Background: an optimization exercise with open tools, aiming at small area and a short achievable clock period. Do not read the settings as production practice.
RTL that was checked went through simulation tests only; none was proved equivalent to the original.
Only the layout flow was run in run 6; the RTL was not checked for function there.
Power is estimated from default activity; no workload was simulated.

===== constraint.sdc =====
create_clock -name core_clock -period 15.0 [get_ports {clk}]
set_input_delay 3.0000 -clock core_clock [delete_from_list [all_inputs] [get_ports {clk}]]
set_output_delay 3.0000 -clock core_clock [all_outputs]
set_load 0.01 [all_outputs]

===== flow/run.sh =====
#!/bin/bash
# Standard ORFS layout with small port buffers and a tighter setup target for repair_timing.
set -euo pipefail
export BUFFER_PORTS_ARGS="-buffer_cell sky130_fd_sc_hd__buf_1"
export SETUP_SLACK_MARGIN=7.5
bash standard.sh > standard.log 2>&1

===== design.v =====
`default_nettype none
module fadd_p2 (input wire [31:0] x1,
                input wire [31:0] x2,
                output reg [31:0] y,
                output reg        ovf,
                input wire        clk,
                input wire        rstn);
   wire        s1 = x1[31];
   wire        s2 = x2[31];
   wire [7:0]  e1 = x1[30:23];
   wire [7:0]  e2 = x2[30:23];
   wire [22:0] m1 = x1[22:0];
   wire [22:0] m2 = x2[22:0];
   wire        h1 = |e1;
   wire        h2 = |e2;
   wire [7:0]  e1a = {e1[7:1], e1[0] | ~h1};
   wire [7:0]  e2a = {e2[7:1], e2[0] | ~h2};
   wire        f1 = &e1;
   wire        f2 = &e2;
   wire        spec = f1 | f2;
   wire        nz1 = |m1;
   wire        nz2 = |m2;
   wire        pick1 = f1 & (~f2 | nz1);
   wire        sub = s1 ^ s2;
   wire        infnan = f1 & f2 & ~nz1 & ~nz2 & sub;
   wire        nzp = pick1 ? nz1 : nz2;
   reg  [31:0] cg0, ce0;
   reg  [15:0] cg1, ce1;
   reg  [7:0]  cg2, ce2;
   reg  [3:0]  cg3, ce3;
   reg  [1:0]  cg4, ce4;
   integer     k;
   always @* begin
      for (k = 0; k < 32; k = k + 1) begin
         cg0[k] = (k < 31) ? (x2[k] & ~x1[k]) : 1'b0;
         ce0[k] = (k < 31) ? ~(x2[k] ^ x1[k]) : 1'b1;
      end
      for (k = 0; k < 16; k = k + 1) begin
         cg1[k] = cg0[2*k+1] | (ce0[2*k+1] & cg0[2*k]);
         ce1[k] = ce0[2*k+1] & ce0[2*k];
      end
      for (k = 0; k < 8; k = k + 1) begin
         cg2[k] = cg1[2*k+1] | (ce1[2*k+1] & cg1[2*k]);
         ce2[k] = ce1[2*k+1] & ce1[2*k];
      end
      for (k = 0; k < 4; k = k + 1) begin
         cg3[k] = cg2[2*k+1] | (ce2[2*k+1] & cg2[2*k]);
         ce3[k] = ce2[2*k+1] & ce2[2*k];
      end
      for (k = 0; k < 2; k = k + 1) begin
         cg4[k] = cg3[2*k+1] | (ce3[2*k+1] & cg3[2*k]);
         ce4[k] = ce3[2*k+1] & ce3[2*k];
      end
   end
   wire        ge21 = cg4[1] | (ce4[1] & (cg4[0] | ce4[0]));
   wire        sel = spec ? ~pick1 : ge21;
   wire [23:0] msx = sel ? {h2, m2} : {h1, m1};
   wire [23:0] ms = {msx[23], msx[22] | (spec & (nzp | infnan)), msx[21:0]};
   wire [23:0] mi = sel ? {h1, m1} : {h2, m2};
   wire        ss = (sel ? s2 : s1) | infnan;
   wire        ce = (e2 > e1);
   wire [7:0]  es = ce ? e2a : e1a;
   wire [7:0]  ei = ce ? e1a : e2a;
   wire [7:0]  tde = es - ei;
   wire [4:0]  de = (spec | (|tde[7:5])) ? 5'd31 : tde[4:0];
   wire [25:0] a0 = {mi, 2'b00};
   wire [25:0] a1 = de[4] ? {16'b0, a0[25:16]} : a0;
   wire        t1 = de[4] & (|a0[15:0]);
   wire [25:0] a2 = de[3] ? {8'b0, a1[25:8]} : a1;
   wire        t2 = de[3] & (|a1[7:0]);
   wire [25:0] a3 = de[2] ? {4'b0, a2[25:4]} : a2;
   wire        t3 = de[2] & (|a2[3:0]);
   wire [25:0] a4 = de[1] ? {2'b0, a3[25:2]} : a3;
   wire        t4 = de[1] & (|a3[1:0]);
   wire [25:0] a5 = de[0] ? {1'b0, a4[25:1]} : a4;
   wire        t5 = de[0] & a4[0];
   wire        tstck = t1 | t2 | t3 | t4 | t5;
   reg [23:0]  msr;
   reg [25:0]  miar;
   reg         stckr;
   reg         subr;
   reg         ssr;
   reg         specr;
   reg [7:0]   er;       
   always @(posedge clk) begin
      msr   <= ms;
      miar  <= a5;
      stckr <= tstck;
      subr  <= sub;
      ssr   <= ss;
      specr <= spec;
      er    <= es + 8'd1;
   end
   wire [26:0] aa = {1'b0, msr, 2'b00};
   wire [26:0] bb = {1'b0, miar} ^ {27{subr}};
   wire [26:0] p0 = aa ^ bb;
   wire [26:0] g0 = aa & bb;
   reg  [26:0] g, p;
   integer     i, l;
   always @* begin
      g = g0; p = p0;
      g[0] = g0[0] | (p0[0] & subr);
      for (l = 0; l < 5; l = l + 1)
        for (i = (2 << l) - 1; i < 27; i = i + (2 << l)) begin
           g[i] = g[i] | (p[i] & g[i - (1 << l)]);
           p[i] = p[i] & p[i - (1 << l)];
        end
      for (l = 3; l >= 0; l = l - 1)
        for (i = (3 << l) - 1; i < 27; i = i + (2 << l)) begin
           g[i] = g[i] | (p[i] & g[i - (1 << l)]);
           p[i] = p[i] & p[i - (1 << l)];
        end
   end
   wire [26:0] mye = p0 ^ {g[25:0], subr};
   reg  [26:0] sent;
   always @* begin
      for (i = 0; i < 27; i = i + 1)
        sent[i] = (er == 8'd27 - i[7:0]);
   end
   wire [26:0] n0 = mye | sent;
   wire [31:0] lzi = {n0, 5'b11111};
   reg  [15:0] v1;  reg [15:0] c1;
   reg  [7:0]  v2;  reg [15:0] c2;
   reg  [3:0]  v3;  reg [11:0] c3;
   reg  [1:0]  v4;  reg [7:0]  c4;
   reg  [4:0]  sh;
   always @* begin
      for (i = 0; i < 16; i = i + 1) begin
         v1[i] = lzi[2*i+1] | lzi[2*i];
         c1[i] = ~lzi[2*i+1];
      end
      for (i = 0; i < 8; i = i + 1) begin
         v2[i] = v1[2*i+1] | v1[2*i];
         c2[2*i +: 2] = v1[2*i+1] ? {1'b0, c1[2*i+1]} : {1'b1, c1[2*i]};
      end
      for (i = 0; i < 4; i = i + 1) begin
         v3[i] = v2[2*i+1] | v2[2*i];
         c3[3*i +: 3] = v2[2*i+1] ? {1'b0, c2[2*(2*i+1) +: 2]} : {1'b1, c2[2*(2*i) +: 2]};
      end
      for (i = 0; i < 2; i = i + 1) begin
         v4[i] = v3[2*i+1] | v3[2*i];
         c4[4*i +: 4] = v3[2*i+1] ? {1'b0, c3[3*(2*i+1) +: 3]} : {1'b1, c3[3*(2*i) +: 3]};
      end
      sh = v4[1] ? {1'b0, c4[7:4]} : {1'b1, c4[3:0]};
   end
   wire [26:0] k1 = sh[4] ? {mye[10:0], 16'b0} : mye;
   wire [26:0] k2 = sh[3] ? {k1[18:0], 8'b0} : k1;
   wire [26:0] k3 = sh[2] ? {k2[22:0], 4'b0} : k2;
   wire [26:0] k4 = sh[1] ? {k3[24:0], 2'b0} : k3;
   wire [26:0] myf = sh[0] ? {k4[25:0], 1'b0} : k4;
   wire        den = ~myf[26];
   wire [7:0]  eyr = den ? 8'd0 : (er - {3'b0, sh});
   wire        ovfp = (&er) & mye[26];
   wire        stk = stckr | myf[0];
   wire        up = ~ovfp & myf[2] & (myf[1] | (stk ? ~subr : myf[3]));
   wire        zero = ~|mye;
   wire        sy = ssr & (~subr | ~zero);
   reg         syr;
   reg [30:0]  yur;
   reg         upr;
   reg         nspr;
   always @(posedge clk) begin
      if (~rstn) begin
         syr  <= 1'b0;
         yur  <= 31'd0;
         upr  <= 1'b0;
         nspr <= 1'b0;
      end else begin
         syr  <= sy;
         yur  <= {eyr, myf[25:3] & {23{~ovfp}}};
         upr  <= up;
         nspr <= ~specr;
      end
   end
   wire [31:0] yu32 = {1'b0, yur};
   reg  [31:0] ic;
   reg  [7:0]  ibc;
   always @* begin
      ibc[0] = upr;
      for (i = 1; i < 8; i = i + 1)
        ibc[i] = ibc[i-1] & (&yu32[4*i-4 +: 4]);
      for (i = 0; i < 32; i = i + 1)
        ic[i] = (i % 4 == 0) ? ibc[i/4] : (ic[i-1] & yur[i-1]);
   end
   wire [30:0] yr = yur ^ ic[30:0];
   always @* begin
      y   = {syr, yr};
      ovf = nspr & (&yr[30:23]);
   end
endmodule
`default_nettype wire

===== config.mk =====
export PLATFORM = sky130hd
export DESIGN_NAME = fadd_p2
export DESIGN_NICKNAME = fadd_p2
export VERILOG_FILES = /design/flow/design.v
export SDC_FILE = /design/flow/constraint.sdc
export NUM_CORES = 4
export LEC_CHECK = 0
export ABC_AREA = 1
export CAP_MARGIN = 20
export CORE_MARGIN = 2
export CORE_UTILIZATION = 45
export PLACE_DENSITY = 0.6
export SLEW_MARGIN = 20

===== standard.sh =====
#!/bin/bash
# synth_recipe.tcl (not shown) runs the flow's synth.tcl, then flattens the netlist and writes it again
# the make line also repeats each setting of config.mk as NAME=value (left out here)
make -C /OpenROAD-flow-scripts/flow DESIGN_CONFIG=/design/flow/config.mk WORK_HOME=/design/flow/orfs CLKGATE_MAP_FILE= SYNTH_SCRIPT=/design/flow/synth_recipe.tcl "${@:-finish}"

==> metrics.yaml, run 1 <==
outcome:
  status: "no timing/DRC/antenna violations"
route:
  drt-pass1-iter-count: 6
  dr.first_iter.drc_count: 691
  drtAntennaViolNets: 0
  vias: 10220
  drt-total-wl_mm: 28.46
  drc_errors: 0
  wl_per_cell_microns: 14.91
  via_per_inst: 5.351
yosys:
  synth_ff_type: "dfxtp_1"
  ys_async_sr_fraction: 0
  syn_area_sq_um: 10000
  yosysSeqAreaShare: 0.1922
  synth-edff-count: 0
  ys_ff_latch: 96
  synth_cells: 1561
  synth_warnings: 1
  ys_types: 56
  synth_nets: 1728
  syn_avg_cell_area_sq_um: 6.407
worst_setup_path:
  crit_required_ns: 15.23
  crit_path_max_fanout: 26
  end_kind: "register"
  crit_arrival_ns: 7.21
  critical_path_class: "input pin to register"
  crit_path_start_kind: "input pin"
job:
  cap_violations: 0
grt:
  overflow: 0
  antenna_found_initial: 0
  grt_busiest_layer: "met2"
  grt_usage: 0.2382
  grt_util_met2: 0.3941
  grt_max_degree: 81
  grt_util_met1: 0.3344
  use_met3: 0.02240
  grt_pass1_wl_mm: 46.01
  grt_pass1_vias: 9033
power_and_ir_drop:
  ir_drop_mv: 0.05869
  intPower_w: 0.0008416
  power.switching_w: 0.0009539
  p_leak_nw: 5.458
  p_comb_frac: 0.666
  power_density_nw_per_um2: 166.7
  seqPwrFrac: 0.203
  p_sw_frac: 0.5313
  power.clock.fraction: 0.131
place:
  port_buffers: 98
  place_hpwl_mm: 23.24
  gp_congestion: 0.9219
floorplan:
  fp.coreArea_sq_um: 21820
  fp.dieW_microns: 153.1
  die_area_sq_um: 23430
  start_util: 0.4583
  dieHeight_microns: 153.1
  rows: 54
  io_pins: 99
sta:
  slew_headroom: 0.4088
  fin_tns_setup_ns: 0
  slew_violations: 0
  fmax_mhz: 143.3
  worstMarginPinSlew_ns: 0.8866
  fin_crit_ns: 6.980
  finalCritPeriodShare: 0.4653
  hold_ws_ns: 0.4124
  finalHoldViolations: 0
  rsz0062_at_grt: "false"
  clock_skew_ns: 0.009424
  setup_viol: 0
clock_network:
  clock_path_buffers: 2
  h-tree-depth: 3
  insertion_delay_ns: 0.36
  cts_root_buffer: "clkbuf_16"
  path_clk_slew_ns: 0.07
  numCtsBuffers: 9
  holdBufCountCts: 0
  tritoncts: "built"
  cts_sinks: 96
cells_and_area:
  diodes: 0
  area_growth_pct: 7.694
  drive_gt1_frac: 0.05279
  nets: 1791
worst_hold_path:
  hold_class: "register to register"
[logic make-up (layout without fill, tap and decap cells)]
logic type | Yosys count | count (layout) | share of synthesized area
AO/OA/AOI/OAI | 225 | 225 | 0.1352
flip-flops | 96 | 96 | 0.1922
multiplexers | 1 | 1 | 0.001001
XOR/XNOR | 59 | 59 | 0.05167
AND/OR/NAND/NOR | 846 | 847 | 0.3842
buffers and inverters | 233 | 300 | 0.09959
adder cells (fa/ha/maj) | 101 | 101 | 0.1361
[synthesized netlist by cell type, drive strengths merged, types with 2 or more instances]
cell type | count | area share
o21a | 4 | 0.0030
fa | 13 | 0.026
o311ai | 5 | 0.0061
nand3b | 3 | 0.0035
clkbuf | 14 | 0.0056
o21ai | 103 | 0.052
o211ai | 28 | 0.024
inv | 176 | 0.066
buf | 40 | 0.027
nor2 | 119 | 0.049
xor2 | 43 | 0.038
nor3 | 16 | 0.011
o22ai | 4 | 0.0025
clkinv | 3 | 0.0013
nand4 | 35 | 0.023
nor4 | 20 | 0.013
xnor2 | 16 | 0.014
o21bai | 5 | 0.0038
a211oi | 2 | 0.0015
dfxtp | 96 | 0.19
a21oi | 56 | 0.029
a31oi | 9 | 0.0056
nand3 | 205 | 0.11
ha | 88 | 0.11
and2 | 4 | 0.0025
a21o | 6 | 0.0045
nand2 | 433 | 0.17
or2 | 11 | 0.0071
[timing repair]
item,in CTS,in global routing
endpoints found under the setup margin,0,28
gates resized for setup,0,2
setup buffers,0,3
[worst max-delay path, cell delays in order]
cell and delay [ns]:
buf_1 0.14, inv_1 0.09, ha_1 0.40, nand2_1 0.17, nor3_4 0.25, nand2_2 0.09, nand2_4 0.18, inv_1 0.16
o21ai_0 0.21, ha_1 0.17, inv_1 0.06, nand3_1 0.08, nand3_2 0.13, nand2_1 0.10, nand3_1 0.06, nand2_1 0.07
nand2_2 0.06, nor2_4 0.38, nand2_4 0.14, nor2_4 0.49, inv_2 0.35, nor3_1 0.42
[layout by cell type (no fill, tap or decap), drive strengths merged]
master / count
a211oi: 2
a21o: 6
a21oi: 56
a221oi: 1
a31oi: 9
and2: 4
buf: 105
clkbuf: 9
clkinv: 7
dfxtp: 96
fa: 13
ha: 88
inv: 179
mux2i: 1
nand2: 433
nand3: 205
nand3b: 3
nand4: 35
nor2: 119
nor3: 17
nor4: 20
o211a: 1
o211ai: 28
o21a: 4
o21ai: 103
o21bai: 5
o22ai: 4
o311ai: 5
o32ai: 1
or2: 11
xnor2: 16
xor2: 43
[metal layers]
layer  vias to the layer above  wire [microns]
li1                       5330               -
met5                         -               0
met4                         0             579
met2                       243           13080
met3                        40            1123
met1                      4602           13680
[worst paths after layout]
| path | startpoint | endpoint | slack [ns] | cells after the start |
|---|---|---|---|---|
| max | x1[29] | miar[25] | 8.02 | 22 |
| min | specr | nspr | 0.41 | 1 |
| max reg2reg | subr | yur[29] | 8.33 | 31 |
| min reg2reg | specr | nspr | 0.41 | 1 |
[final cells by class]
type | instances | area (sq um)
Clock buffer | 9 | 225.2
Clock inverter | 7 | 62.56
Fill cell | 2329 | 11050
Inverter | 179 | 674.4
Multi-Input combinational cell | 1233 | 7103
Sequential cell | 96 | 1922
Tap cell | 280 | 350.3
Timing Repair Buffer | 105 | 432.9
[power by group through the flow]
stage	Clock (W)	Combinational [W]	Sequential [W]
floorplan	0	0.000908	0.000358
finish	0.000235	0.00120	0.000364
global route	0.000250	0.00135	0.000372
detailed placement	0	0.00118	0.000370
CTS	0.000238	0.00118	0.000364
global placement	0	0.00117	0.000369
[registers in the layout, summed over array words and instances, names as in the netlist]
| name | cells |
|---|---|
| syr | 1 |
| stckr | 1 |
| miar | 26 |
| er | 8 |
| yur | 31 |
| nspr | 1 |
| ssr | 1 |
| subr | 1 |
| msr | 24 |
| specr | 1 |
| upr | 1 |
[metrics by stage]
step                      utilization  total power (W)  worst slack [ns]  cell area (sq um)  cells
after global routing           0.4935         0.001974             7.498              10770   1909
after floorplan                     -         0.001266             8.767              10000   1561
after detailed placement       0.4779         0.001545             7.394              10430   1889
after global placement         0.4779         0.001541             7.490              10430   1889
after CTS                      0.4911         0.001784             7.772              10720   1905
final                          0.4935         0.001795             8.020              10770   1909
==> inputs of run 2 (changes only) <==
--- a/flow/run.sh
+++ b/flow/run.sh
@@ -3,4 +3,4 @@
 set -euo pipefail
 export BUFFER_PORTS_ARGS="-buffer_cell sky130_fd_sc_hd__buf_1"
-export SETUP_SLACK_MARGIN=7.5
+export SETUP_SLACK_MARGIN=8.5
 bash standard.sh > standard.log 2>&1
==> run 2 against run 1 <==
Still clean on timing, DRC and antenna. Clock skew about the same. Critical endpoint is now miar[13]. Worst setup slack better by 0.73 ns. Final area up 4.8%. Routed wire length up 4.6%.
==> metrics.yaml, run 2 <==
yosys:
  yosysSeqAreaShare: 0.1922
  synth-xor-area-share: 0.05167
  synth.top_cells.by_count: "415 x nand2_1, 197 x nand3_1, 169 x inv_1"
  ys_top_cells_by_area: "dfxtp_1 19%, nand2_1 16%, ha_1 11%, nand3_1 9.9%, inv_1 6.3%"
  syn_avg_cell_area_sq_um: 6.407
  synth.area.mux_share: 0.001001
  synth_most_common_cell: "nand2_1"
  synth_nets: 1728
  synth-edff-count: 0
  synth_top_area_frac: 0.1922
  synth_warnings: 1
  yosys.area_share.simple: 0.3842
  ys_types: 56
  synth_fa_ha_area_frac: 0.1361
  ys_async_sr_fraction: 0
  synth_top_family_by_area: "simple AND/OR/NAND/NOR gates"
  syn_area_sq_um: 10000
  ys_ff_latch: 96
  yosys.area.top_type: "dfxtp_1"
  synth_cells: 1561
  synth_compound_area_frac: 0.1352
  synth_ff_type: "dfxtp_1"
power_and_ir_drop:
  power_density_nw_per_um2: 164.0
  p_leak_nw: 5.643
  p_sw_frac: 0.5317
  intPower_w: 0.0008671
  seqPwrFrac: 0.197
  ir_drop_mv: 0.05882
  power.switching_w: 0.0009847
  power.clock.fraction: 0.127
  p_comb_frac: 0.676
clock_network:
  path_clk_slew_ns: 0.08
  insertion_delay_ns: 0.37
  holdBufCountCts: 0
  tritoncts: "built"
  cts_root_buffer: "clkbuf_16"
  cts_sinks: 96
  numCtsBuffers: 9
  clock_path_buffers: 2
  h-tree-depth: 3
cells_and_area:
  diodes: 0
  reg.largest.list: "yur (31), miar (26), msr (24)"
  area_growth_pct: 12.87
  largest_reg_flops: 31
  top_register: "yur"
  n_fill_cell: 2283
  final_cell_mix: "413 x nand2_1, 195 x nand3_1, 167 x inv_1, 109 x nor2_1, 96 x dfxtp_1"
  multiInputGateArea_sq_um: 7367
  seqCellArea_sq_um: 1922
  stdcell_area_sq_um: 11290
  instances_no_fill: 1939
  nets: 1821
  drive_gt1_frac: 0.09042
  finish.utilization: 0.5173
  layout_commonest_cell: "nand2_1"
grt:
  grt_pass1_wl_mm: 47.60
  antenna_found_initial: 0
  grt_max_degree: 81
  overflow: 0
  grt_pass1_vias: 9266
  grt_usage: 0.2476
sta:
  finalCritPeriodShare: 0.4168
  setup_viol: 0
  fin_crit_ns: 6.252
  postLayoutSetupSlackWorst_ns: 8.748
  worstMarginPinSlew_ns: 0.8090
  clock_skew_ns: 0.009765
  fmax_mhz: 159.9
  finalHoldViolations: 0
  slew_violations: 0
  slew_headroom: 0.4577
  rsz0062_at_grt: "false"
  fin_tns_setup_ns: 0
floorplan:
  fp.dieW_microns: 153.1
  fp.coreArea_sq_um: 21820
  rows: 54
  io_pins: 99
  start_util: 0.4583
  dieHeight_microns: 153.1
  die_area_sq_um: 23430
worst_setup_path:
  crit_arrival_ns: 6.57
  crit_path_max_fanout: 9
  critical_path_class: "input pin to register"
  worst-r2r-setup-slack_ns: 9.05
  end_kind: "register"
  crit_path_start_kind: "input pin"
  crit_required_ns: 15.32
place:
  gp_congestion: 0.9219
  port_buffers: 98
  place_ws_ns: 7.394
  place_hpwl_mm: 23.24
  placed_cells: 1889
  place_area_sq_um: 10430
route:
  drtAntennaViolNets: 0
  vias: 10550
  dr.first_iter.drc_count: 794
  wl_per_cell_microns: 15.35
  drc_errors: 0
  via_per_inst: 5.442
  drt-pass1-iter-count: 6
  drt-total-wl_mm: 29.76
worst_hold_path:
  hold_class: "register to register"
outcome:
  status: "no timing/DRC/antenna violations"
job:
  cap_violations: 0
==> run 2: power groups by stage <==
stage | Sequential (W) | Clock [W] | Combinational, W
after CTS | 0.000364 | 0.000238 | 0.00121
after global routing | 0.000372 | 0.000251 | 0.00141
final | 0.000364 | 0.000236 | 0.00125
after detailed placement | 0.000370 | 0 | 0.00118
after global placement | 0.000369 | 0 | 0.00117
after floorplan | 0.000358 | 0 | 0.000908
==> run 2: layer usage <==
layer	vias to the layer above	GRT usage	share of wire	routed length, microns
met3	46	0.02325	0.052	1551
met4	0	0.06658	0.021	622
li1	5415	-	-	-
met2	347	0.4103	0.46	13780
met5	-	0	0	0
met1	4744	0.3449	0.46	13810
==> run 2: worst max-delay path, stage by stage <==
cell and delay, ns:
buf_1 0.18, ha_4 0.37, nand2_2 0.10, nor3_4 0.21
nand2_2 0.12, nand2_8 0.11, clkinvlp_4 0.16, nand2_1 0.10
o21ai_2 0.05, ha_1 0.17, inv_1 0.08, ha_1 0.15
inv_1 0.04, nand2_1 0.11, nand2_1 0.10, nand3_1 0.09
nand2_1 0.08, a21oi_4 0.17, buf_12 0.16, nand3_4 0.19
or2_1 0.30, nand2_1 0.10, nand3_1 0.10, o211ai_1 0.13
nand3_1 0.10, nand2_1 0.08
==> run 2: timing repair <==
action | 4_1_cts | 5_1_grt
buffers inserted | 7 | 14
gates resized for setup | 17 | 54
pin swaps | 8 | 7
cloned | 9 | 4
setup endpoints to repair | 31 | 31
==> run 2: cells by family (layout without fill, tap and decap cells) <==
group,after synthesis,after routing
simple gates,846,855
buf+inv,233,322
compound gates,225,225
fa+ha+maj,101,101
flops,96,96
xor+xnor,59,59
mux,1,1
==> run 2: final cells by class <==
type | count | area share
clock buffers | 9 | 0.01995
well taps | 280 | 0.03104
flip-flops and latches | 96 | 0.1703
repair inverters | 4 | 0.003104
multi-input cells | 1241 | 0.6526
clock inverters | 7 | 0.005542
repair buffers | 123 | 0.05431
inverters | 179 | 0.06318
==> run 2: worst paths after layout <==
| kind | startpoint | endpoint | cells past startpoint |
|---|---|---|---|
| worst max register to register | subr | yur[30] | 28 |
| worst min register to register | specr | nspr | 1 |
| worst max-delay path | x2[27] | miar[13] | 26 |
| worst min-delay path | specr | nspr | 1 |
==> run 2: through the flow <==
stage                     power (W)  hold slack [ns]
after global placement     0.001541           0.4113
final                      0.001852           0.4137
after global routing       0.002028           0.4580
after floorplan            0.001266           0.3661
after detailed placement   0.001545           0.4239
after CTS                  0.001813           0.4271
==> inputs of run 3 (changes only) <==
--- a/flow/run.sh
+++ b/flow/run.sh
@@ -3,4 +3,4 @@
 set -euo pipefail
 export BUFFER_PORTS_ARGS="-buffer_cell sky130_fd_sc_hd__buf_1"
-export SETUP_SLACK_MARGIN=8.5
+export SETUP_SLACK_MARGIN=9
 bash standard.sh > standard.log 2>&1
==> run 3 against run 2 <==
Still clean on timing, DRC and antenna. Global-route usage increased by 0.83 points. Clock-buffer cell count unchanged. Routed wire length increased by 7.7%. Clock power up 6%. Flip-flop and latch count unchanged. Non-clock buffer count up 44. Core utilization rose by 5.2 points. Critical path depth up 4. Synthesized cell count did not move. Maximum frequency up 3.9%. Clock skew shrank 0.0026 ns. Critical endpoint is now miar[20].
==> metrics.yaml, run 3 <==
sta:
  finalCritPeriodShare: 0.4013
  setup_viol: 0
  finalHoldViolations: 0
  fin_tns_setup_ns: 0
  fmax_mhz: 166.1
  worstMarginPinSlew_ns: 0.8093
  clock_skew_ns: 0.007184
  slew_violations: 0
  fin_crit_ns: 6.020
  rsz0062_at_grt: "true"
  slew_headroom: 0.4575
grt:
  grt_usage: 0.2558
  grt_pass1_wl_mm: 49.20
  grt_pass1_vias: 9818
  grt_max_degree: 81
  overflow: 0
  antenna_found_initial: 0
route:
  wl_per_cell_microns: 16.17
  via_per_inst: 5.467
  dr.first_iter.drc_count: 839
  drt-total-wl_mm: 32.07
  drtAntennaViolNets: 0
  vias: 10840
  drt-pass1-iter-count: 6
  drc_errors: 0
worst_hold_path:
  min_from: "specr"
  hold_class: "register to register"
clock_network:
  holdBufCountCts: 0
  clock_path_buffers: 2
  tritoncts: "built"
  cts_root_buffer: "clkbuf_16"
  cts_sinks: 96
  numCtsBuffers: 9
  path_clk_slew_ns: 0.07
  insertion_delay_ns: 0.35
  h-tree-depth: 3
place:
  place_hpwl_mm: 23.69
  port_buffers: 98
  gp_congestion: 0.9145
power_and_ir_drop:
  power_density_nw_per_um2: 158.3
  p_leak_nw: 6.092
  ir_drop_mv: 0.06269
yosys:
  ys_top_cells_by_area: "dfxtp_1 19%, nand2_1 16%, ha_1 11%, nand3_1 9.9%, inv_1 6.3%"
  synth_cells: 1561
  synth_most_common_cell: "nand2_1"
  syn_area_sq_um: 10000
  yosys.area.top_type: "dfxtp_1"
  ys_types: 56
  synth.top_cells.by_count: "415 x nand2_1, 197 x nand3_1, 169 x inv_1"
  ys_async_sr_fraction: 0
  yosysSeqAreaShare: 0.1922
  synth-edff-count: 0
  synth_ff_type: "dfxtp_1"
  ys_ff_latch: 96
  synth_warnings: 1
  synth_top_area_frac: 0.1922
  synth_nets: 1728
  syn_avg_cell_area_sq_um: 6.407
worst_setup_path:
  crit_arrival_ns: 6.32
  end_kind: "register"
  r2r-start: "subr"
  cp_num_buf_inv: 7
  crit_path_max_fanout: 6
  crit_path_start_kind: "input pin"
  slowest_delay_ns: 0.27
  crit_required_ns: 15.30
  slowest_stage: "ha_4"
  crit_family: "simple AND/OR/NAND/NOR gates"
  cpMostUsedCell: "nand2_1"
  critical_path_class: "input pin to register"
  crit_path_start: "x2[26]"
floorplan:
  start_util: 0.4583
  rows: 54
  io_pins: 99
  die_area_sq_um: 23430
  dieHeight_microns: 153.1
  fp.dieW_microns: 153.1
  fp.coreArea_sq_um: 21820
cells_and_area:
  area_growth_pct: 24.26
  nets: 1867
  top_register: "yur"
  drive_gt1_frac: 0.1668
  finish.utilization: 0.5694
  final_cell_mix: "386 x nand2_1, 169 x nand3_1, 154 x inv_1, 106 x nor2_1, 95 x dfxtp_1"
  reg.largest.list: "yur (31), miar (26), msr (24)"
  n_fill_cell: 2214
  largest_reg_flops: 31
  diodes: 0
  layout_commonest_cell: "nand2_1"
outcome:
  status: "no timing/DRC/antenna violations"
job:
  cap_violations: 0
[run 3: cell types whose count changed in the layout (fill, tap and decap cells not counted), moves of 6 or more]
cell and change:
nand2_4 +12, nand3_4 +8, nand3_2 +19, inv_1 -13
o21ai_1 +6, buf_4 +28, nand2_2 +15, nand3_1 -26
o21ai_0 -8, nand2_1 -27, inv_2 +7, buf_6 +18
clkbuf_2 -11
[run 3: cells by family (layout without fill, tap and decap cells)]
| group | count (synthesis) | after routing | synth area share |
|---|---|---|---|
| AND/OR/NAND/NOR | 846 | 857 | 0.3842 |
| buffers and inverters | 233 | 363 | 0.09959 |
| AO/OA/AOI/OAI | 225 | 226 | 0.1352 |
| adder cells (fa/ha/maj) | 101 | 101 | 0.1361 |
| flip-flops | 96 | 96 | 0.1922 |
| XOR/XNOR | 59 | 59 | 0.05167 |
| multiplexers | 1 | 1 | 0.001001 |
[run 3: area by class of cell]
cell class                 instances  area [sq um]  share of cell area
clock inverter                     5         82.58            0.006645
timing repair inverter             3         41.29            0.003323
multi-input combinational       1244          7901              0.6358
inverter                         179         739.5             0.05950
sequential                        96          1923              0.1548
timing repair buffer             167          1164             0.09364
tap                              280         350.3             0.02819
clock buffer                       9         225.2             0.01812
[run 3: stage by stage]
stage	cell area (sq um)	setup WS (ns)	hold WS, ns	total power, W	instances
after floorplan	10170	9.012	0.3661	0.001277	1561
after global placement	10570	7.678	0.4099	0.001547	1888
after detailed placement	10570	7.664	0.4168	0.001555	1888
after CTS	11320	8.975	0.4195	0.001862	1931
after global routing	12430	8.818	0.4363	0.002162	1983
final	12430	8.980	0.4213	0.001967	1983
[run 3: per-layer routing]
metal	share of wire	GRT usage	wire length, microns	vias to the layer above
met1	0.44	0.3333	14210	4925
li1	-	-	-	5506
met2	0.49	0.4460	15580	334
met3	0.042	0.02495	1345	77
met5	0	0	0	-
met4	0.029	0.07981	931	0
[run 3: power breakdown]
| part | internal, W | switching (W) | total [W] |
|---|---|---|---|
| combinational | 0.000477 | 0.000876 | 0.00135 |
| sequential | 0.000325 | 0.0000404 | 0.000365 |
| clock | 0.000145 | 0.000104 | 0.000249 |
| total | 0.000947 | 0.00102 | 0.00197 |
[run 3: repair_timing]
action,CTS,global route
setup buffers,18,46
pin swaps,12,84
cloned,11,6
resized for setup,44,200
setup endpoints to repair,40,34
[run 3: path summary, 6_finish.rpt]
kind         endpoint  slack [ns]  cells past startpoint
min              nspr        0.42                      1
max          miar[20]        8.98                     30
max reg2reg   yur[29]        9.45                     29
min reg2reg      nspr        0.42                      1
==> inputs of run 4 (changes only) <==
--- a/flow/run.sh
+++ b/flow/run.sh
@@ -3,4 +3,4 @@
 set -euo pipefail
 export BUFFER_PORTS_ARGS="-buffer_cell sky130_fd_sc_hd__buf_1"
-export SETUP_SLACK_MARGIN=9
+export SETUP_SLACK_MARGIN=8.5
 bash standard.sh > standard.log 2>&1
--- a/config.mk
+++ b/config.mk
@@ -9,5 +9,5 @@
 export CAP_MARGIN = 20
 export CORE_MARGIN = 2
-export CORE_UTILIZATION = 45
-export PLACE_DENSITY = 0.6
+export CORE_UTILIZATION = 65
+export PLACE_DENSITY = 0.8
 export SLEW_MARGIN = 20
==> run 4 against run 3 <==
Synthesized cell count unchanged. Via count about the same. First-iteration DRC count up 53%. Sequential power about the same. Critical path depth down 1. Flip-flop and latch count unchanged. Largest power group unchanged. Core utilization grew 17 points. Final cell count decreased by 6.7%. Critical endpoint is now miar[23]. Die area decreased by 30%. Area after synthesis unchanged. Register-to-register slack got worse by 0.41 ns.
==> metrics.yaml, run 4 <==
floorplan:
  fp.coreArea_sq_um: 15150
  dieHeight_microns: 128.0
  fp.dieW_microns: 128.0
  io_pins: 99
  start_util: 0.6603
  rows: 45
  die_area_sq_um: 16390
route:
  wl_per_cell_microns: 15.48
  dr.first_iter.drc_count: 1280
  vias: 10850
  via_per_inst: 5.863
  drtAntennaViolNets: 0
  drt-total-wl_mm: 28.63
  drt-pass1-iter-count: 6
  drc_errors: 0
cells_and_area:
  n_fill_cell: 1272
  seqCellArea_sq_um: 1922
  drive_gt1_frac: 0.09446
  multiInputGateArea_sq_um: 7363
  final_cell_mix: "409 x nand2_1, 195 x nand3_1, 164 x inv_1, 109 x nor2_1, 96 x dfxtp_1"
  top_register: "yur"
  area_growth_pct: 11.96
  largest_reg_flops: 31
  reg.largest.list: "yur (31), miar (26), msr (24)"
  diodes: 0
  nets: 1825
  layout_commonest_cell: "nand2_1"
  stdcell_area_sq_um: 11200
grt:
  overflow: 0
  grt_max_degree: 81
  antenna_found_initial: 0
  grt_pass1_wl_mm: 45.02
  grt_usage: 0.3399
  grt_pass1_vias: 9519
place:
  place_area_sq_um: 10310
  place_hpwl_mm: 21.80
  port_buffers: 98
  place_ws_ns: 7.408
  gp_congestion: 0.9822
clock_network:
  insertion_delay_ns: 0.36
  path_clk_slew_ns: 0.06
  h-tree-depth: 3
  clock_path_buffers: 2
  holdBufCountCts: 0
  tritoncts: "built"
  cts_sinks: 96
  cts_root_buffer: "clkbuf_16"
  numCtsBuffers: 9
yosys:
  ys_async_sr_fraction: 0
  synth-edff-count: 0
  yosys.area.top_type: "dfxtp_1"
  ys_ff_latch: 96
  syn_area_sq_um: 10000
  synth_most_common_cell: "nand2_1"
  synth_top_area_frac: 0.1922
  synth_warnings: 1
  ys_top_cells_by_area: "dfxtp_1 19%, nand2_1 16%, ha_1 11%, nand3_1 9.9%, inv_1 6.3%"
  synth_ff_type: "dfxtp_1"
  yosysSeqAreaShare: 0.1922
  synth_cells: 1561
  synth_nets: 1728
  synth.top_cells.by_count: "415 x nand2_1, 197 x nand3_1, 169 x inv_1"
  syn_avg_cell_area_sq_um: 6.407
  ys_types: 56
worst_setup_path:
  critical_path_class: "input pin to register"
  crit_path_start_kind: "input pin"
  end_kind: "register"
  slowest_stage: "ha_4"
  cpMostUsedCell: "nand2_1"
  crit_arrival_ns: 6.60
  slowest_delay_ns: 0.34
  crit_path_max_fanout: 9
  crit_required_ns: 15.28
sta:
  worstMarginPinSlew_ns: 0.8577
  fin_crit_ns: 6.320
  rsz0062_at_grt: "false"
  postLayoutSetupSlackWorst_ns: 8.680
  fin_tns_setup_ns: 0
  slew_violations: 0
  fmax_mhz: 158.2
  finalCritPeriodShare: 0.4213
  finalHoldViolations: 0
  slew_headroom: 0.4251
  hold_ws_ns: 0.4611
  setup_viol: 0
  clock_skew_ns: 0.009536
worst_hold_path:
  hold_class: "register to register"
power_and_ir_drop:
  power_density_nw_per_um2: 162.5
  p_sw_frac: 0.5258
  intPower_w: 0.0008625
  p_leak_nw: 5.653
  seqPwrFrac: 0.200
  ir_drop_mv: 0.08215
  power.clock.fraction: 0.118
  p_comb_frac: 0.682
  power.switching_w: 0.0009565
outcome:
  status: "no timing/DRC/antenna violations"
job:
  cap_violations: 0
run 4: power groups by stage:
stage          Clock (W)  Sequential, W  Combinational [W]
2_1_floorplan          0       0.000358           0.000908
3_3_place_gp           0       0.000367            0.00114
3_5_place_dp           0       0.000369            0.00115
4_1_cts         0.000214       0.000364            0.00118
5_1_grt         0.000225       0.000370            0.00139
6_report        0.000214       0.000364            0.00124
run 4: routing by layer:
metal  global-route usage  up-vias  routed length, microns
met3              0.04925      128                    1852
li1                     -     5429                       -
met4               0.1545        0                    1409
met5                    0        -                       0
met2               0.5901      499                   13230
met1               0.4173     4791                   12150
run 4: worst max-delay path: cells and delay by family:
| kind | cells | cell delay [ns] |
|---|---|---|
| AOI/OAI and AO/OA | 4 | 0.65 |
| adders and majority gates | 3 | 0.67 |
| buffers and inverters | 7 | 0.72 |
| and+or+nand+nor | 15 | 1.53 |
run 4: path summary, 6_finish.rpt:
kind	from	to	slack, ns	cells past startpoint
worst max-delay path	x2[26]	miar[23]	8.68	29
worst max register to register	subr	yur[29]	9.04	28
worst min-delay path	specr	nspr	0.46	1
worst min register to register	specr	nspr	0.46	1
run 4: through the flow:
stage	utilization	std cells	total power (W)
after floorplan	-	1561	0.001266
after global routing	0.7393	1850	0.001987
after global placement	0.6805	1796	0.001504
after detailed placement	0.6805	1796	0.001521
final	0.7393	1850	0.001819
after CTS	0.7130	1830	0.001762
run 4: logic make-up (layout without fill, tap and decap cells):
family	Yosys count	after routing	share of synthesized area
simple gates	846	853	0.3842
fa+ha+maj	101	101	0.1361
flops	96	96	0.1922
buf+inv	233	327	0.09959
mux	1	1	0.001001
compound gates	225	225	0.1352
xor+xnor	59	59	0.05167
run 4: final cells by class:
type	count	share of cell area
multi-input cells	1239	0.6576
flip-flops and latches	96	0.1716
inverters	179	0.06414
repair buffers	132	0.06101
well taps	188	0.02101
clock buffers	10	0.02045
clock inverters	5	0.003129
repair inverters	1	0.001006
run 4: timing repair:
action                                  CTS  global route
resized for setup                        19            59
setup buffers                            15            16
gates cloned                              4             4
pin swaps                                 7            11
endpoints found under the setup margin   31            31
==> inputs of run 5 (changes only) <==
--- a/config.mk
+++ b/config.mk
@@ -9,5 +9,6 @@
 export CAP_MARGIN = 20
 export CORE_MARGIN = 2
-export CORE_UTILIZATION = 65
-export PLACE_DENSITY = 0.8
+export CORE_UTILIZATION = 45
+export CTS_BUF_LIST = sky130_fd_sc_hd__clkbuf_8
+export PLACE_DENSITY = 0.6
 export SLEW_MARGIN = 20
==> run 5 against run 4 <==
Still clean on timing, DRC and antenna. Synthesized cell count did not move. Register-to-register slack about the same. Non-clock buffer count shrank 10. Clock skew rose by 0.0047 ns. Routed wire length up 3.3%. Worst setup slack improved by 0.065 ns.
==> metrics.yaml, run 5 <==
sta:
  finalCritPeriodShare: 0.4170
  rsz0062_at_grt: "true"
  postLayoutSetupSlackWorst_ns: 8.745
  fin_tns_setup_ns: 0
  setup_viol: 0
  finalHoldViolations: 0
  fin_crit_ns: 6.255
  fmax_mhz: 159.9
  slew_headroom: 0.4586
  worstMarginPinSlew_ns: 0.8078
  slew_violations: 0
  clock_skew_ns: 0.01424
floorplan:
  fp.dieW_microns: 153.1
  start_util: 0.4583
  fp.coreArea_sq_um: 21820
  die_area_sq_um: 23430
  dieHeight_microns: 153.1
  rows: 54
  io_pins: 99
yosys:
  synth_fa_ha_area_frac: 0.1361
  synth_warnings: 1
  yosys.area_share.simple: 0.3842
  synth_most_common_cell: "nand2_1"
  syn_area_sq_um: 10000
  synth_nets: 1728
  synth_top_area_frac: 0.1922
  synth-xor-area-share: 0.05167
  synth_cells: 1561
  synth_compound_area_frac: 0.1352
  ys_ff_latch: 96
  ys_types: 56
  syn_avg_cell_area_sq_um: 6.407
  yosys.area.top_type: "dfxtp_1"
  synth-edff-count: 0
  yosysSeqAreaShare: 0.1922
  synth_top_family_by_area: "simple AND/OR/NAND/NOR gates"
  synth.top_cells.by_count: "415 x nand2_1, 197 x nand3_1, 169 x inv_1"
  ys_async_sr_fraction: 0
  synth_ff_type: "dfxtp_1"
  ys_top_cells_by_area: "dfxtp_1 19%, nand2_1 16%, ha_1 11%, nand3_1 9.9%, inv_1 6.3%"
  synth.area.mux_share: 0.001001
cells_and_area:
  area_growth_pct: 11.56
  layout_commonest_cell: "nand2_1"
  diodes: 0
  multiInputGateArea_sq_um: 7357
  largest_reg_flops: 31
  top_register: "yur"
  n_fill_cell: 2295
  reg.largest.list: "yur (31), miar (26), msr (24)"
  final_cell_mix: "412 x nand2_1, 196 x nand3_1, 167 x inv_1, 108 x nor2_1, 96 x dfxtp_1"
  seqCellArea_sq_um: 1922
  drive_gt1_frac: 0.08454
  finish.utilization: 0.5112
  nets: 1818
clock_network:
  cts_sinks: 96
  path_clk_slew_ns: 0.11
  cts_root_buffer: "clkbuf_8"
  tritoncts: "built"
  h-tree-depth: 3
  clock_path_buffers: 2
  insertion_delay_ns: 0.40
  numCtsBuffers: 9
outcome:
  status: "no timing/DRC/antenna violations"
worst_setup_path:
  worst-r2r-setup-slack_ns: 9.04
  slowest_stage: "or2_1"
  reg2reg_to: "yur[30]"
  crit_required_ns: 15.34
  crit_arrival_ns: 6.60
  crit_path_max_fanout: 9
  end_kind: "register"
  cp_num_buf_inv: 6
  crit_path_start: "x1[26]"
  slowest_delay_ns: 0.31
  ff2ff_path_depth: 28
  cpMostUsedCell: "nand3_1"
  r2r-start: "subr"
  crit_family: "simple AND/OR/NAND/NOR gates"
  crit_path_start_kind: "input pin"
  critical_path_class: "input pin to register"
route:
  drc_errors: 0
  drt-pass1-iter-count: 7
  vias: 10500
  drtAntennaViolNets: 0
  dr.first_iter.drc_count: 720
  wl_per_cell_microns: 15.28
  drt-total-wl_mm: 29.58
  via_per_inst: 5.422
power_and_ir_drop:
  power.switching_w: 0.0009721
  power_density_nw_per_um2: 160.0
  intPower_w: 0.0008127
  p_leak_nw: 5.574
  ir_drop_mv: 0.06620
  power.clock.fraction: 0.097
  p_comb_frac: 0.699
  seqPwrFrac: 0.204
  p_sw_frac: 0.5447
worst_hold_path:
  hold_class: "register to register"
  hold_depth: 1
  min_to: "nspr"
  min_from: "specr"
grt:
  grt_pass1_wl_mm: 47.44
  antenna_found_initial: 0
  grt_usage: 0.2462
  grt_pass1_vias: 9271
  overflow: 0
  grt_max_degree: 81
place:
  place_ws_ns: 7.394
  port_buffers: 98
  place_hpwl_mm: 23.24
  gp_congestion: 0.9219
job:
  cap_violations: 0
==> run 5: cell type report <==
class                      instances  share of cell area
multi-input combinational       1240              0.6594
sequential                        96              0.1723
inverter                         179             0.06392
timing repair buffer             122             0.05405
tap                              280             0.03140
clock buffer                       9             0.01110
clock inverter                     7            0.005607
timing repair inverter             3            0.002243
==> run 5: repair_timing <==
action	CTS	global route
hold buffers	0	0
buffers inserted	7	13
endpoints found under the hold margin	0	0
resized for setup	15	47
endpoints found under the setup margin	31	31
gates cloned	8	3
pin swaps	8	4
==> run 5: worst max-delay path by stage <==
| stage | endpoint | slack, ns | cells after the start |
|---|---|---|---|
| floorplan | miar[10] | 8.77 | 25 |
| global placement | stckr | 7.49 | 24 |
| detailed placement | stckr | 7.39 | 24 |
| CTS | miar[23] | 8.53 | 28 |
| global route | miar[21] | 8.45 | 28 |
| finish | stckr | 8.74 | 27 |
==> run 5: per-layer routing <==
layer	vias to the layer above	wire length [microns]	track usage
li1	5396	-	-
met1	4718	13510	0.3356
met2	323	13720	0.4101
met4	0	711	0.06614
met5	-	0	0
met3	60	1635	0.03232
==> run 5: cells by family after synthesis <==
kind of cell               after synthesis
xor gates and xnor gates                59
buffers and inverters                  233
muxes                                    1
adders and majority gates              101
and+or+nand+nor                        846
DFF                                     96
AOI/OAI and AO/OA                      225
==> run 5: power by group through the flow <==
stage / sequential [W] / combinational (W) / clock (W)
2_1_floorplan: 0.000358 / 0.000908 / 0
3_3_place_gp: 0.000369 / 0.00117 / 0
3_5_place_dp: 0.000370 / 0.00118 / 0
4_1_cts: 0.000364 / 0.00121 / 0.000179
5_1_grt: 0.000372 / 0.00140 / 0.000189
6_report: 0.000364 / 0.00125 / 0.000173
==> run 5: through the flow <==
step           hold WS (ns)  power (W)  cell area [sq um]  std cells
2_1_floorplan        0.3661   0.001266              10000       1561
3_3_place_gp         0.4113   0.001541              10430       1889
3_5_place_dp         0.4239   0.001545              10430       1889
4_1_cts              0.4275   0.001752              10810       1920
5_1_grt              0.4574   0.001963              11160       1936
6_report             0.4196   0.001785              11160       1936
==> inputs of run 6 (changes only) <==
--- a/design.v
+++ b/design.v
@@ -59,10 +59,10 @@
    wire [23:0] mi = sel ? {h1, m1} : {h2, m2};
    wire        ss = (sel ? s2 : s1) | infnan;
-   wire        ce = (e2 > e1);
-   wire [7:0]  es = ce ? e2a : e1a;
-   wire [7:0]  ei = ce ? e1a : e2a;
-   wire [7:0]  tde = es - ei;
+   wire [8:0]  t9 = {1'b0, e1a} + {1'b0, ~e2a};
+   wire        cx = t9[8];
+   wire [7:0]  es = cx ? e1a : e2a;
+   wire [7:0]  tde = cx ? t9[7:0] : ~t9[7:0];
    wire [4:0]  de = (spec | (|tde[7:5])) ? 5'd31 : tde[4:0];
-   wire [25:0] a0 = {mi, 2'b00};
+   wire [25:0] a0 = cx ? {1'b0, h2, m2, 1'b0} : {mi, 2'b00};
    wire [25:0] a1 = de[4] ? {16'b0, a0[25:16]} : a0;
    wire        t1 = de[4] & (|a0[15:0]);
==> run 6 against run 5 <==
Still clean on timing, DRC and antenna. Clock power grew 26%. First-iteration DRC count shrank 12%. Routed wire length grew 7.4%. Hold slack gained 0.048 ns. Largest cell class unchanged. Largest power group unchanged. Highest routed layer unchanged.
==> metrics.yaml, run 6 <==
clock_network:
  numCtsBuffers: 9
  holdBufCountCts: 0
  cts_root_buffer: "clkbuf_8"
  tritoncts: "built"
  h-tree-depth: 3
  cts_sinks: 96
  clock_path_buffers: 2
  path_clk_slew_ns: 0.10
  insertion_delay_ns: 0.40
cells_and_area:
  final_cell_mix: "439 x nand2_1, 253 x nand3_1, 161 x inv_1, 115 x nor2_1, 98 x buf_1"
  largest_reg_flops: 31
  reg.largest.list: "yur (31), miar (26), msr (24)"
  n_fill_cell: 2412
  area_growth_pct: 10.09
  layout_commonest_cell: "nand2_1"
  drive_gt1_frac: 0.08434
  diodes: 0
  nets: 1899
  top_register: "yur"
floorplan:
  fp.coreArea_sq_um: 22780
  start_util: 0.4607
  fp.dieW_microns: 156.7
  io_pins: 99
  dieHeight_microns: 156.7
  die_area_sq_um: 24560
  rows: 55
worst_hold_path:
  min_to: "nspr"
  hold_class: "register to register"
  min_from: "specr"
  hold_depth: 1
worst_setup_path:
  crit_arrival_ns: 6.60
  end_kind: "register"
  crit_path_max_fanout: 7
  critical_path_class: "input pin to register"
  ff2ff_path_depth: 30
  crit_path_start_kind: "input pin"
  r2r-start: "subr"
  worst-r2r-setup-slack_ns: 9.02
  reg2reg_to: "yur[29]"
  crit_required_ns: 15.33
sta:
  rsz0062_at_grt: "true"
  finalHoldViolations: 0
  slew_violations: 0
  fmax_mhz: 159.5
  fin_tns_setup_ns: 0
  worstMarginPinSlew_ns: 1.023
  clock_skew_ns: 0.01638
  setup_viol: 0
  finalCritPeriodShare: 0.4180
  slew_headroom: 0.3164
  fin_crit_ns: 6.269
  postLayoutSetupSlackWorst_ns: 8.731
route:
  drt-pass1-iter-count: 5
  drc_errors: 0
  drtAntennaViolNets: 0
  dr.first_iter.drc_count: 632
  drt-total-wl_mm: 31.76
  via_per_inst: 5.312
  vias: 10860
  wl_per_cell_microns: 15.54
yosys:
  synth_top_family_by_area: "simple AND/OR/NAND/NOR gates"
  yosys.area.top_type: "dfxtp_1"
  syn_avg_cell_area_sq_um: 6.333
  synth_fa_ha_area_frac: 0.1376
  synth_most_common_cell: "nand2_1"
  yosysSeqAreaShare: 0.1831
  synth.top_cells.by_count: "443 x nand2_1, 254 x nand3_1, 163 x inv_1"
  synth.area.mux_share: 0
  synth_top_area_frac: 0.1831
  ys_top_cells_by_area: "dfxtp_1 18%, nand2_1 16%, nand3_1 12%, ha_1 11%, inv_1 5.8%"
  synth_compound_area_frac: 0.1037
  ys_ff_latch: 96
  synth-edff-count: 0
  synth_cells: 1657
  ys_async_sr_fraction: 0
  synth-xor-area-share: 0.05759
  ys_types: 55
  syn_area_sq_um: 10490
  synth_ff_type: "dfxtp_1"
  yosys.area_share.simple: 0.4198
  synth_nets: 1830
  synth_warnings: 1
place:
  place_ws_ns: 7.404
  gp_congestion: 0.9924
  port_buffers: 98
  place_hpwl_mm: 25.63
grt:
  antenna_found_initial: 0
  grt_usage: 0.2606
  grt_pass1_wl_mm: 50.87
  grt_pass1_vias: 9916
  overflow: 0
  grt_max_degree: 73
job:
  cap_violations: 0
outcome:
  status: "no timing/DRC/antenna violations"
power_and_ir_drop:
  power_density_nw_per_um2: 176.1
  p_leak_nw: 5.705
  ir_drop_mv: 0.07590
-- run 6: cell count changes in the layout (fill, tap and decap cells not counted), moves of 8 or more --
cell / change
o211ai_1: -17
inv_2: +10
buf_4: -9
nor2_2: +9
o21ai_1: +12
nor4_1: -8
ha_1: +12
nand3_1: +57
nand2_1: +27
o21ai_0: -22
-- run 6: final cells by class --
type,instances,area (sq um),area share
well taps,313,391.6,0.03390
inverters,180,696.9,0.06033
flip-flops and latches,96,1922,0.1664
clock buffers,11,151.4,0.01311
repair buffers,113,505.5,0.04376
multi-input cells,1321,7740,0.6700
repair inverters,5,37.54,0.003249
clock inverters,5,107.6,0.009314
-- run 6: worst max-delay path by stage --
| stage | startpoint | end | slack (ns) | depth (start not counted) |
|---|---|---|---|---|
| after floorplan | x2[28] | miar[9] | 9.05 | 22 |
| after global placement | x2[28] | miar[6] | 7.53 | 26 |
| after detailed placement | x2[27] | miar[6] | 7.40 | 26 |
| after CTS | x1[24] | miar[14] | 8.51 | 23 |
| after global routing | subr | yur[28] | 8.47 | 32 |
| final | x2[28] | miar[21] | 8.73 | 20 |
-- run 6: power breakdown --
part	internal (W)	leakage [nW]	switching (W)
combinational	0.000485	4.78	0.000961
sequential	0.000329	0.799	0.0000419
clock	0.000121	0.131	0.0000971
-- run 6: layer usage --
layer  part of all wire  wire (microns)  GRT usage
met5                  0               0          0
met4              0.041            1307     0.1123
met3              0.036            1128    0.02354
met2               0.48           15130     0.4580
met1               0.45           14200     0.3244
-- run 6: through the flow --
stage	hold slack, ns	instances	power (W)	util	cell area [sq um]
after floorplan	0.3661	1657	0.001461	-	10490
after global placement	0.4529	2010	0.001775	0.4809	10950
after detailed placement	0.4536	2010	0.001780	0.4809	10950
after CTS	0.4759	2034	0.002022	0.4980	11340
after global routing	0.4941	2044	0.002250	0.5072	11550
final	0.4680	2044	0.002034	0.5072	11550
-- run 6: worst max-delay path: stages --
cell	delay, ns
buf_1	0.14
nor4_2	0.27
nand3_1	0.10
inv_1	0.12
nor2_1	0.06
ha_1	0.21
fa_1	0.40
nand3_1	0.10
nand3_2	0.12
nand2_2	0.14
o211ai_4	0.12
buf_4	0.18
xor2_2	0.33
nand4_4	0.25
or2_2	0.37
nor2_1	0.21
o21ai_0	0.15
o21ai_1	0.17
nand2_1	0.07
o21ai_1	0.07
-- run 6: timing repair --
action | 4_1_cts | 5_1_grt
endpoints found under the hold margin | 0 | 0
buffers inserted | 1 | 6
pin swaps | 2 | 4
endpoints found under the setup margin | 27 | 31
cloned | 7 | 4
gates resized for setup | 20 | 29
-- run 6: cells by family after synthesis --
logic type | count (synthesis)
flops | 96
xor+xnor | 69
compound gates | 190
fa+ha+maj | 107
buf+inv | 245
simple gates | 950
==> inputs of run 7 (changes only) <==
--- a/design.v
+++ b/design.v
@@ -55,14 +55,14 @@
    wire        ge21 = cg4[1] | (ce4[1] & (cg4[0] | ce4[0]));
    wire        sel = spec ? ~pick1 : ge21;
+   wire [7:0]  es = sel ? e2a : e1a;
    wire [23:0] msx = sel ? {h2, m2} : {h1, m1};
    wire [23:0] ms = {msx[23], msx[22] | (spec & (nzp | infnan)), msx[21:0]};
    wire [23:0] mi = sel ? {h1, m1} : {h2, m2};
    wire        ss = (sel ? s2 : s1) | infnan;
-   wire [8:0]  t9 = {1'b0, e1a} + {1'b0, ~e2a};
-   wire        cx = t9[8];
-   wire [7:0]  es = cx ? e1a : e2a;
-   wire [7:0]  tde = cx ? t9[7:0] : ~t9[7:0];
+   wire [8:0]  d12 = {1'b0, e1a} - {1'b0, e2a};
+   wire [7:0]  d21 = e2a - e1a;
+   wire [7:0]  tde = d12[8] ? d21 : d12[7:0];
    wire [4:0]  de = (spec | (|tde[7:5])) ? 5'd31 : tde[4:0];
-   wire [25:0] a0 = cx ? {1'b0, h2, m2, 1'b0} : {mi, 2'b00};
+   wire [25:0] a0 = {mi, 2'b00};
    wire [25:0] a1 = de[4] ? {16'b0, a0[25:16]} : a0;
    wire        t1 = de[4] & (|a0[15:0]);
==> run 7 against run 6 <==
Clock power shrank 15%. Largest power group unchanged. Routed wire length decreased by 8.8%. Highest routed layer unchanged. Global-route usage fell by 2.0 points. Critical path depth up 8. Still clean on timing, DRC and antenna. Sequential share of layout area is 0.93 points higher. Core utilization shrank 0.88 points.
==> metrics.yaml, run 7 <==
sta:
  slew_headroom: 0.4234
  slew_violations: 0
  finalHoldViolations: 0
  fmax_mhz: 161.1
  finalCritPeriodShare: 0.4139
  setup_viol: 0
  worstMarginPinSlew_ns: 0.8558
  clock_skew_ns: 0.02377
  fin_crit_ns: 6.209
  fin_tns_setup_ns: 0
  rsz0062_at_grt: "true"
clock_network:
  holdBufCountCts: 0
  cts_root_buffer: "clkbuf_8"
  tritoncts: "built"
  cts_sinks: 96
  h-tree-depth: 3
  numCtsBuffers: 9
  path_clk_slew_ns: 0.10
  insertion_delay_ns: 0.39
  clock_path_buffers: 2
yosys:
  synth_top_area_frac: 0.1898
  ys_types: 56
  ys_async_sr_fraction: 0
  synth_cells: 1601
  syn_avg_cell_area_sq_um: 6.326
  synth_top_family_by_area: "simple AND/OR/NAND/NOR gates"
  synth-xor-area-share: 0.05535
  ys_top_cells_by_area: "dfxtp_1 19%, nand2_1 16%, ha_1 12%, nand3_1 8.5%, inv_1 5.9%"
  synth_fa_ha_area_frac: 0.1458
  yosysSeqAreaShare: 0.1898
  synth_nets: 1776
  synth-edff-count: 0
  synth_most_common_cell: "nand2_1"
  ys_ff_latch: 96
  yosys.area_share.simple: 0.3836
  syn_area_sq_um: 10130
  yosys.area.top_type: "dfxtp_1"
  synth.area.mux_share: 0.002965
  synth.top_cells.by_count: "439 x nand2_1, 173 x nand3_1, 160 x inv_1"
  synth_compound_area_frac: 0.1270
  synth_warnings: 1
  synth_ff_type: "dfxtp_1"
worst_setup_path:
  worst-r2r-setup-slack_ns: 9.12
  critical_path_class: "input pin to register"
  crit_required_ns: 15.26
  crit_path_start_kind: "input pin"
  end_kind: "register"
  crit_family: "simple AND/OR/NAND/NOR gates"
  r2r-start: "subr"
  crit_path_start: "x2[25]"
  slowest_delay_ns: 0.30
  crit_path_max_fanout: 17
  slowest_stage: "nor4_1"
  crit_arrival_ns: 6.46
  cpMostUsedCell: "nand2_1"
  cp_num_buf_inv: 6
floorplan:
  rows: 54
  fp.coreArea_sq_um: 21960
  io_pins: 99
  dieHeight_microns: 154.0
  die_area_sq_um: 23720
  fp.dieW_microns: 154.0
  start_util: 0.4612
route:
  drc_errors: 0
  drt-total-wl_mm: 28.97
  drtAntennaViolNets: 0
  vias: 10260
  via_per_inst: 5.254
  wl_per_cell_microns: 14.84
  drt-pass1-iter-count: 5
  dr.first_iter.drc_count: 644
cells_and_area:
  reg.largest.list: "yur (31), miar (26), msr (24)"
  multiInputGateArea_sq_um: 7288
  largest_reg_flops: 31
  diodes: 0
  top_register: "yur"
  n_fill_cell: 2394
  stdcell_area_sq_um: 10940
  nets: 1843
  layout_commonest_cell: "nand2_1"
  area_growth_pct: 8.055
  drive_gt1_frac: 0.05918
  seqCellArea_sq_um: 1922
  final_cell_mix: "439 x nand2_1, 173 x nand3_1, 159 x inv_1, 131 x nor2_1, 98 x buf_1"
power_and_ir_drop:
  ir_drop_mv: 0.05745
  power_density_nw_per_um2: 169.7
  p_leak_nw: 5.445
worst_hold_path:
  min_from: "specr"
  hold_class: "register to register"
place:
  gp_congestion: 0.9321
  place_area_sq_um: 10580
  place_hpwl_mm: 23.77
  port_buffers: 98
grt:
  grt_usage: 0.2410
  grt_max_degree: 88
  antenna_found_initial: 0
  grt_pass1_wl_mm: 46.62
  grt_pass1_vias: 9336
  overflow: 0
outcome:
  status: "no timing/DRC/antenna violations"
job:
  cap_violations: 0
-- run 7: changes by cell type in the layout (fill, tap and decap cells not counted), sizes merged, moves of 6 or more --
cell,before,now
nand3,265,183
nand2,459,448
a21oi,64,58
nor2,139,146
o21ai,91,136
o22ai,7,0
-- run 7: cell families (layout without fill, tap and decap cells) --
group	Yosys count	in the layout
xor gates and xnor gates	64	64
adders and majority gates	109	109
buffers and inverters	233	302
muxes	3	3
DFF	96	96
AOI/OAI and AO/OA	229	229
and+or+nand+nor	867	870
-- run 7: final cells by class --
| cell class | count | share of cell area |
|---|---|---|
| Multi-Input combinational cell | 1275 | 0.6660 |
| Sequential cell | 96 | 0.1756 |
| Inverter | 174 | 0.06048 |
| Timing Repair Buffer | 112 | 0.04654 |
| Tap cell | 280 | 0.03201 |
| Clock buffer | 11 | 0.01383 |
| Clock inverter | 5 | 0.005488 |
-- run 7: repair_timing --
item,CTS,global route
gates resized for setup,0,19
endpoints found under the setup margin,0,29
buffers inserted,0,7
-- run 7: final timing paths --
kind	cells past startpoint	end
setup / recovery	28	stckr
hold / removal	1	nspr
setup reg to reg	32	yur[29]
hold reg to reg	1	nspr
-- run 7: per-layer routing --
metal,wire [microns],GRT usage,part of all wire,vias up
met5,0,0,0,-
met4,724,0.07699,0.025,0
met3,1151,0.02508,0.040,51
met2,13360,0.4044,0.46,252
met1,13730,0.3251,0.47,4548
li1,-,-,-,5411
-- run 7: per-stage QoR --
step / cells / hold slack, ns / utilization / setup slack [ns] / power [W]
global route: 1953 / 0.4544 / 0.4983 / 8.372 / 0.002062
detailed placement: 1927 / 0.4123 / 0.4820 / 8.177 / 0.001656
global placement: 1927 / 0.4035 / 0.4820 / 8.222 / 0.001653
CTS: 1943 / 0.4278 / 0.4916 / 8.579 / 0.001847
floorplan: 1601 / 0.3661 / - / 9.142 / 0.001360
finish: 1953 / 0.4237 / 0.4983 / 8.791 / 0.001857
-- run 7: where the power goes --
part	switching [W]	internal, W
Clock	0.0000978	0.0000872
Combinational	0.000861	0.000442
Sequential	0.0000428	0.000327
Total	0.00100	0.000856
==> inputs of run 8 (changes only) <==
--- a/flow/run.sh
+++ b/flow/run.sh
@@ -4,3 +4,4 @@
 export BUFFER_PORTS_ARGS="-buffer_cell sky130_fd_sc_hd__buf_1"
 export SETUP_SLACK_MARGIN=8.5
+export RECOVER_POWER=50
 bash standard.sh > standard.log 2>&1
==> run 8 against run 7 <==
Now fails the layout checks on max-capacitance violations, max-slew violations. Combinational power about the same. Routed wire length rose by 0.24%. Total power shrank 0.52%. Synthesized cell count unchanged. Global-route usage stayed put. Largest power group unchanged.
==> metrics.yaml, run 8 <==
outcome:
  status: "finished with violations"
  violatedChecks: "max-capacitance violations, max-slew violations"
floorplan:
  fp.dieW_microns: 154.0
  start_util: 0.4612
  io_pins: 99
  die_area_sq_um: 23720
  dieHeight_microns: 154.0
  fp.coreArea_sq_um: 21960
  rows: 54
sta:
  finalHoldViolations: 0
  fmax_mhz: 114.2
  fin_tns_setup_ns: 0
  clock_skew_ns: 0.02272
  setup_viol: 0
  slew_headroom: -0.7876
  fin_crit_ns: 8.754
  rsz0062_at_grt: "true"
  postLayoutSetupSlackWorst_ns: 6.246
  finalCritPeriodShare: 0.5836
  slew_violations: 119
  worstMarginPinSlew_ns: 2.681
place:
  place_ws_ns: 8.177
  gp_congestion: 0.9321
  place_hpwl_mm: 23.77
  placed_cells: 1927
  port_buffers: 98
power_and_ir_drop:
  seqPwrFrac: 0.200
  ir_drop_mv: 0.05683
  p_sw_frac: 0.5390
  power_density_nw_per_um2: 170.2
  power.clock.fraction: 0.100
  finalPower_w: 0.001847
  power.switching_w: 0.0009956
  intPower_w: 0.0008515
  p_comb_frac: 0.700
  p_leak_nw: 5.419
clock_network:
  clock_path_buffers: 2
  numCtsBuffers: 9
  path_clk_slew_ns: 0.10
  cts_sinks: 96
  cts_root_buffer: "clkbuf_8"
  h-tree-depth: 3
  holdBufCountCts: 0
  insertion_delay_ns: 0.39
  tritoncts: "built"
yosys:
  synth_ff_type: "dfxtp_1"
  synth_top_area_frac: 0.1898
  synth_nets: 1776
  syn_avg_cell_area_sq_um: 6.326
  synth_cells: 1601
  synth.top_cells.by_count: "439 x nand2_1, 173 x nand3_1, 160 x inv_1"
  ys_types: 56
  syn_area_sq_um: 10130
  ys_top_cells_by_area: "dfxtp_1 19%, nand2_1 16%, ha_1 12%, nand3_1 8.5%, inv_1 5.9%"
  yosys.area.top_type: "dfxtp_1"
  ys_async_sr_fraction: 0
  yosysSeqAreaShare: 0.1898
  synth_warnings: 1
  ys_ff_latch: 96
  synth-edff-count: 0
  synth_most_common_cell: "nand2_1"
cells_and_area:
  diodes: 0
  instances_no_fill: 1953
  area_growth_pct: 7.190
  layout_commonest_cell: "nand2_1"
  largest_reg_flops: 31
  nets: 1843
  reg.largest.list: "yur (31), miar (26), msr (24)"
  top_register: "yur"
  final_cell_mix: "442 x nand2_1, 175 x nand3_1, 161 x inv_1, 131 x nor2_1"
  drive_gt1_frac: 0.05140
worst_setup_path:
  end_kind: "register"
  worst-r2r-setup-slack_ns: 7.29
  crit_arrival_ns: 9.08
  crit_path_start_kind: "input pin"
  critical_path_class: "input pin to register"
  crit_required_ns: 15.32
  crit_path_max_fanout: 87
job:
  cap_violations: 2
route:
  dr.first_iter.drc_count: 697
  drt-total-wl_mm: 29.04
  wl_per_cell_microns: 14.87
  vias: 10220
  drc_errors: 0
  drt-pass1-iter-count: 5
  via_per_inst: 5.234
  drtAntennaViolNets: 0
grt:
  overflow: 0
  grt_pass1_wl_mm: 46.62
  grt_max_degree: 88
  antenna_found_initial: 0
  grt_pass1_vias: 9336
  grt_usage: 0.2410
worst_hold_path:
  hold_class: "register to register"
## run 8: cell types whose count changed in the layout (fill, tap and decap cells not counted), sizes merged
cell,before,now
clkbuf,11,16
buf,112,107
## run 8: metrics by stage
stage               hold slack, ns    util  instance area (sq um)
floorplan                   0.3661       -                  10130
global placement            0.4035  0.4820                  10580
detailed placement          0.4123  0.4820                  10580
CTS                         0.4278  0.4916                  10800
global route                0.4544  0.4944                  10860
finish                      0.4236  0.4944                  10860
## run 8: power groups by stage
stage | Sequential (W) | Clock [W] | Combinational, W
after global routing | 0.000377 | 0.000200 | 0.00148
final | 0.000370 | 0.000185 | 0.00129
after global placement | 0.000374 | 0 | 0.00128
after CTS | 0.000370 | 0.000191 | 0.00129
after floorplan | 0.000362 | 0 | 0.000998
after detailed placement | 0.000376 | 0 | 0.00128
## run 8: cell families after synthesis
| logic type | share of synthesized area |
|---|---|
| fa+ha+maj | 0.1458 |
| flops | 0.1898 |
| buf+inv | 0.09550 |
| mux | 0.002965 |
| compound gates | 0.1270 |
| xor+xnor | 0.05535 |
| simple gates | 0.3836 |
## run 8: worst max-delay path: stages
cell	delay, ns
clkbuf_1	0.25
inv_1	0.16
nor4_1	0.94
nand2_1	0.17
nand2_1	0.55
clkbuf_1	1.96
clkinv_1	0.93
nand2_1	0.36
nand2_1	0.11
nand2_1	0.07
o21ai_0	0.08
nand2_1	0.09
nor2_1	0.04
nand2_1	0.07
nand2_1	0.05
nand2_1	0.09
nor2_1	0.07
nand3_1	0.08
## run 8: final timing paths
check          from       to  depth (start not counted)
max          x1[24]    stckr                         18
min reg2reg   specr     nspr                          1
max reg2reg    subr  yur[30]                         28
min           specr     nspr                          1
## run 8: layout make-up
type	count	area [sq um]
sequential	96	1922
tap	280	350.3
multi-input combinational	1275	7232
timing repair buffer	112	478.0
clock inverter	5	60.06
inverter	174	661.9
clock buffer	11	151.4
fill	2410	11100
## run 8: repair_timing
item                                    in CTS  in global routing
endpoints found under the setup margin       0                 29
hold endpoints to repair                     0                  0
setup buffers                                0                  7
gates resized for setup                      0                 19
## run 8: per-layer routing
layer  wire [microns]  global-route usage  share of wire
met5                0                   0              0
met4              749             0.07699          0.026
met3              951             0.02508          0.033
met2            13350              0.4044           0.46
met1            13990              0.3251           0.48

==> separate check: timing with driven ports <==
The flow's constraints put no driver on any port. The routed layouts listed below were extracted and timed again, unchanged, in two steps. Step 1 (the two cells are an assumption about what drives the block):
set clk [get_ports {clk}]
set_driving_cell -lib_cell sky130_fd_sc_hd__clkbuf_16 $clk
set_driving_cell -lib_cell sky130_fd_sc_hd__buf_2 [delete_from_list [all_inputs] $clk]
Step 2 adds t to the input delays and takes it off the output delays; t is the mean of the earliest and latest rising clock arrival at the registers after step 1. Input paths then give back, and output paths get back, about the clock's delay inside the block. a / b / c = ideal ports / drivers / drivers and shift; a / b = the first two.
run	shift t [ns]	slack for setup (ns)	latest minus earliest clock arrival (ns)	slew at the worst register clock pin (ns)	worst data-port slew with drivers (ns)
run 1	0.400	8.020 / 8.038 / 7.638	0.014 / 0.014	0.08 / 0.08	0.03
run 2	0.404	8.748 / 8.772 / 8.368	0.015 / 0.015	0.08 / 0.08	0.03
run 3	0.391	8.980 / 8.971 / 8.580	0.010 / 0.009	0.07 / 0.07	0.07
run 4	0.392	8.680 / 8.696 / 8.304	0.009 / 0.010	0.07 / 0.07	0.04
run 5	0.425	8.745 / 8.750 / 8.325	0.016 / 0.016	0.12 / 0.12	0.03
run 6	0.431	8.731 / 8.751 / 8.319	0.016 / 0.017	0.10 / 0.10	0.04
run 7	0.412	8.791 / 8.807 / 8.395	0.024 / 0.023	0.11 / 0.11	0.04
run 8	0.414	6.246 / 6.259 / 5.845	0.022 / 0.023	0.11 / 0.11	0.04
The setup slack of run 5, which loses most, moves by +0.005 ns with the drivers and by -0.420 ns with both steps.
